This design comes from an exercise in tuning for small area and a short achievable clock period on the open sky130 flow, not from production work. No functional check of the RTL was part of any run shown here. No activity file was given, so power comes from the tool's default toggle rates.

==> flow/design.v (outline; a module is shown in full before it is edited, if it fits) <==
// module FA: 4 lines
// module HA: 4 lines
// module HAN: 4 lines
// module Multiplier: 4844 lines
// module Multiplier_Wrapper: 22 lines
module Multiplier_Wrapper #(parameter N = 32, bits = N-1, prod = 2*bits+1)(
    input clk, rst,  
    input [bits:0] a_in, b_in,  
    output reg [prod:0] p  
    );
  // ...
==> flow/flow/run.sh <==
#!/bin/bash
# Standard ORFS layout, with repair_timing aiming for 12 ns of setup slack
# (the clock period and constraints are the design's own).
set -euo pipefail
bash standard.sh SETUP_SLACK_MARGIN=12 finish > standard_flow.log 2>&1
==> flow/standard.sh <==
#!/bin/bash
# synth_recipe.tcl (not shown) runs the flow's synth.tcl, then flattens the netlist and writes it again
# the make line also repeats each setting of config.mk as NAME=value (left out here)
make -C /OpenROAD-flow-scripts/flow DESIGN_CONFIG=/design/flow/config.mk WORK_HOME=/design/flow/orfs CLKGATE_MAP_FILE= SYNTH_SCRIPT=/design/flow/synth_recipe.tcl "${@:-finish}"
==> flow/config.mk <==
export PLATFORM = sky130hd
export DESIGN_NAME = Multiplier_Wrapper
export DESIGN_NICKNAME = Multiplier_Wrapper
export VERILOG_FILES = /design/flow/design.v
export SDC_FILE = /design/flow/constraint.sdc
export NUM_CORES = 4
export LEC_CHECK = 0
export CAP_MARGIN = 20
export CORE_MARGIN = 2
export CORE_UTILIZATION = 40
export SLEW_MARGIN = 20
export SYNTH_HIERARCHICAL = 1
export SYNTH_MINIMUM_KEEP_SIZE = 0
==> flow/constraint.sdc <==
create_clock -name core_clock -period 19.5 [get_ports {clk}]
set_input_delay 3.9000 -clock core_clock [delete_from_list [all_inputs] [get_ports {clk}]]
set_output_delay 3.9000 -clock core_clock [all_outputs]
set_load 0.01 [all_outputs]
==> run summary, run 1 <==
via/cell ratio 5.62; hold_buf cts 0; Async S/R FF share, synth 0; WP depth 20; Area growth, synth to finish 9.94%; Largest register FFs 64; Mapped Area 0.0313 mm^2; combinational gate power 0.00268 W; RSZ-0062 raised after global routing true; status finished clean; VDD IR-drop max 102 uV; CP dominant cell by count fa_1; commonest non-fill, non-tap cell in the layout nand2_1; setup violators final 0; FF-to-FF path depth 20; Layout Skew roughly 0.046 ns; Reg with most FFs p; Crit-path slowest cell fa_1; PnR worst setup slack 12.26 ns; multi-input gate count 2514; HP Class flop to flop; inverter count 261; placer congestion estimate 0.906; io pins 130; Top Registers p x64, a x32, b x32; Num Clock Sinks 128; Final min period 7.24 ns; Synth Flop Type edfxtp_1; Seq Cell Count 128; Total Nets Final 4177; main combinational cell family by area after synthesis adder cells; post-CTS setup buffers 0; CP Cell Sequence buf_6, nand2_1, fa_1, fa_1, fa_1, fa_1, fa_1, fa_1, fa_1, fa_1, inv_1, ha_2, nand4_1, or3_1, or3_1, a21oi_2, o2111ai_1, o211ai_1, a31oi_1, xnor2_1; Clk pin slew, worst setup/hold paths 0.07 ns; crit-path max FO 24; filler cell count 7323; Syn Inst Count around 3100; post-synthesis register bit count 128; combinational cell fraction of total power 0.767; Startpoint Class flop; Finished Layout Cells roughly 4200; worst path bufs/invs 2; Post-DRT Antenna Nets 0; CLK BUF 20
==> run 2, diff against run 1 <==
==> flow/flow/run.sh (replaced) <==
#!/bin/bash
# Standard ORFS layout, with repair_timing aiming for 14 ns of setup slack
# (the clock period and constraints are the design's own).
set -euo pipefail
bash standard.sh SETUP_SLACK_MARGIN=14 finish > standard_flow.log 2>&1
==> run summary, run 2 <==
filler cell count 6446 (-12%); CTS tree built; power per cell area around 120 mW/mm^2; Layout Skew 0.0202 ns (-0.0254 ns); most common cell in the netlist nand2_1; CP required 19.76 ns; DR pass1 iterations 6; status finished clean; max cap viols 0; largest net degree at the start of global routing 64; root buf cell clkbuf_16; commonest non-fill, non-tap cell in the layout nand2_1; mux cell area share after synthesis 0; footprint of the multi-input gates between 0.02 and 0.03 mm^2; Worst-Skew Late Latency ~0.5 ns; crit path kind flop to flop; vias in the first global route roughly 30000; Async S/R FF share, synth 0 (unchanged); crit end category flop; fmax 0.146 GHz; Synth warnings 7; setup violators final 0 (unchanged); sequential share of the synthesized area 0.102; static leakage 13.1 nW; Final Core Density 0.545; Adder-Cell Fraction of Synth Area 0.613; top cell type's share of synthesized area 0.575; Clk pin slew, worst setup/hold paths 0.07 ns (about the same); post-synthesis register bit count 128 (unchanged); CTS buffer count 17; Avg Inst Size Synth about 10 um^2; WP data arrival 7.12 ns; CTS H-tree lvls 4; Synth Area in Simple Gates 0.165; smallest hold slack 0.951 ns; Area growth, synth to finish 34.7%; Post-DRT Antenna Nets 0 (unchanged); Initial Utilization 0.404; via/cell ratio 5.89 (+4.8%); IO Port Bufs roughly 130; Yosys cell types 61; Reg with most FFs p; Top Registers p x64, a x32, b x32; die width 284 um; Largest register FFs 64 (unchanged); HP Class flop to flop; total track usage 0.337; number of flops mapped to enable cells by yosys between 60 and 70; Hold Fails Final Rpt 0; VDD IR-drop max 179 uV (+76%); Total Nets Final 4599 (+10%); routed len/inst 29.1 um; remaining global-route overflow 0; measured slew at the worst slew-check pin 0.987 ns; first-pass GRT wire length 195000 um; Rows 102; antenna violations before repair 7; Startpoint Class flop; main combinational cell family by area after synthesis adder cells; xor/xnor cell area share of the yosys netlist 0.0159; Mapped Area 0.0313 mm^2 (unchanged); synth cell count leaders nand2_1 (1065), fa_1 (900), inv_1 (261); post-DP HPWL 70500 um; Compound-Gate Fraction of Synth Area 0.0440; Synth Flop Type edfxtp_1; Final min period 6.87 ns (-0.378 ns); leading area contributor after synthesis fa_1; period utilisation layout 0.352; sequential cell area ~0.0034 mm^2; commonest cells after routing, fill and taps aside nand2_1 (1037), fa_1 (741), buf_4 (269), inv_1 (235), fa_2 (159); synth top area cells fa_1 (58%), nand2_1 (13%), edfxtp_1 (6.1%); sum of negative setup slack 0 ns; Initial DRC Count 3283; final WL 134000 um; Slew headroom 0.342; CTS Buffer Depth 2; RSZ-0062 raised after global routing true; Syn Inst Count 3127 (unchanged); crit-path max FO 6 (-75%); Die Ht 284 um; syn nets 4186; fin. max-slew vios 0; DRC viols 0; ratio of cells with drive above 1 in the final layout 0.276; Die ar. 0.0805 mm^2; io pins 130 (unchanged); total number of vias 27100; Num Clock Sinks 128 (unchanged); core area slightly below 0.08 mm^2; placer congestion estimate 0.906 (about the same)
==> run 2: cell counts after synthesis <==
No cell type changed its count.
==> run 2: worst max-delay path: stages (launching register included) <==
cell and delay, ns:
dfxtp_4 0.39, buf_12 0.16, buf_4 0.16, nand2_2 0.08, inv_2 0.04, ha_4 0.25
inv_2 0.04, fa_2 0.46, fa_2 0.37, fa_1 0.52, fa_1 0.45, fa_2 0.36
fa_2 0.45, fa_1 0.51, inv_2 0.05, ha_4 0.35, nand4_1 0.21, or3_4 0.42
or3_4 0.38, a21oi_4 0.24, o2111ai_4 0.16, o211ai_1 0.25, a31oi_1 0.14, xnor2_1 0.14
==> run 2: power by group <==
part	switching [W]	internal (W)	leakage, nW
Sequential	0.0000362	0.000435	1.21
Clock	0.000159	0.000205	0.310
Combinational	0.00221	0.00197	11.6
==> run 2: stage by stage <==
step	worst slack, ns	instances	power, W	instance area [um^2]
floorplan	13.22	3127	0.00233	31900
finish	12.63	4597	0.00501	42200
detailed placement	12.00	4124	0.00313	33500
global route	12.52	4594	0.00532	42200
CTS	12.82	4526	0.00452	40900
global placement	12.09	4124	0.00313	33500
==> run 2: timing repair <==
item,in CTS,in global routing
setup buffers,316,62
gates cloned,54,5
pin swaps,95,80
resized for setup,558,166
endpoints found under the setup margin,49,45
endpoints found under the hold margin,0,0
hold buffers,0,0
==> run 2: final timing paths <==
| kind | startpoint | slack (ns) | cells after the start | to |
|---|---|---|---|---|
| worst max-delay path | b[11]$_SDFF_PP0_ | 12.63 | 23 | p[62]$_DFFE_PN_ |
| worst min-delay path | b[0]$_SDFF_PP0_ | 0.95 | 2 | p[0]$_DFFE_PN_ |
| worst max register to register | b[11]$_SDFF_PP0_ | 12.63 | 23 | p[62]$_DFFE_PN_ |
| worst min register to register | b[0]$_SDFF_PP0_ | 0.95 | 2 | p[0]$_DFFE_PN_ |
==> run 2: kinds of logic (layout without fill, tap and decap cells) <==
kind of cell / count (synthesis) / count (layout)
and+or+nand+nor: 1254 / 1254
adders and majority gates: 993 / 993
buffers and inverters: 485 / 911
AOI/OAI and AO/OA: 210 / 210
DFF: 128 / 128
xor gates and xnor gates: 57 / 57
other: 0 / 4
==> run 2: final cells by class <==
class                           count  share of cell area
Antenna cell                        4            0.000237
Clock buffer                       22              0.0123
Clock inverter                     10             0.00258
Inverter                          261              0.0233
Multi-Input combinational cell   2514               0.661
Sequential cell                   128              0.0811
Tap cell                         1040              0.0308
Timing Repair Buffer              618               0.188
==> run 2: modules after synthesis (local to each module, per instance) <==
module              area, um^2  cells inside  flip-flops and latches
HAN                       27.5             5                       0
Multiplier                8710          1873                       0
Multiplier_Wrapper        3750           200                     128
FA                        20.0             1                       0
==> run 2: layer usage <==
metal,vias to the layer above,track usage,part of all wire
li1,10400,-,-
met1,13600,0.387,0.33
met2,2271,0.497,0.43
met3,810,0.154,0.15
met4,6,0.242,0.092
met5,-,0.00298,0.00049

## what the ideal ports hide
No port has a modelled driver above. Below, the same layouts with a new extraction and two added sets of constraints.
Step 1: set_driving_cell puts a clkbuf_16 on clk and a buf_2 on each other input, an assumption about the parent block.
Step 2, shift: input delay + t, output delay - t, t = (earliest + latest rising clock arrival at the registers) / 2. This alone moves slack from input paths to output paths.
a / b / c = ideal / step 1 / step 2; a / b = the first two.
| run | t, ns | slack for setup (ns) | slew at the worst register clock pin (ns) |
|---|---|---|---|
| run 1 | 0.579 | 12.256 / 12.256 / 12.256 | 0.10 / 0.10 |
| run 2 | 0.561 | 12.634 / 12.634 / 12.634 | 0.08 / 0.08 |
After both steps setup and hold are still met in every run listed.
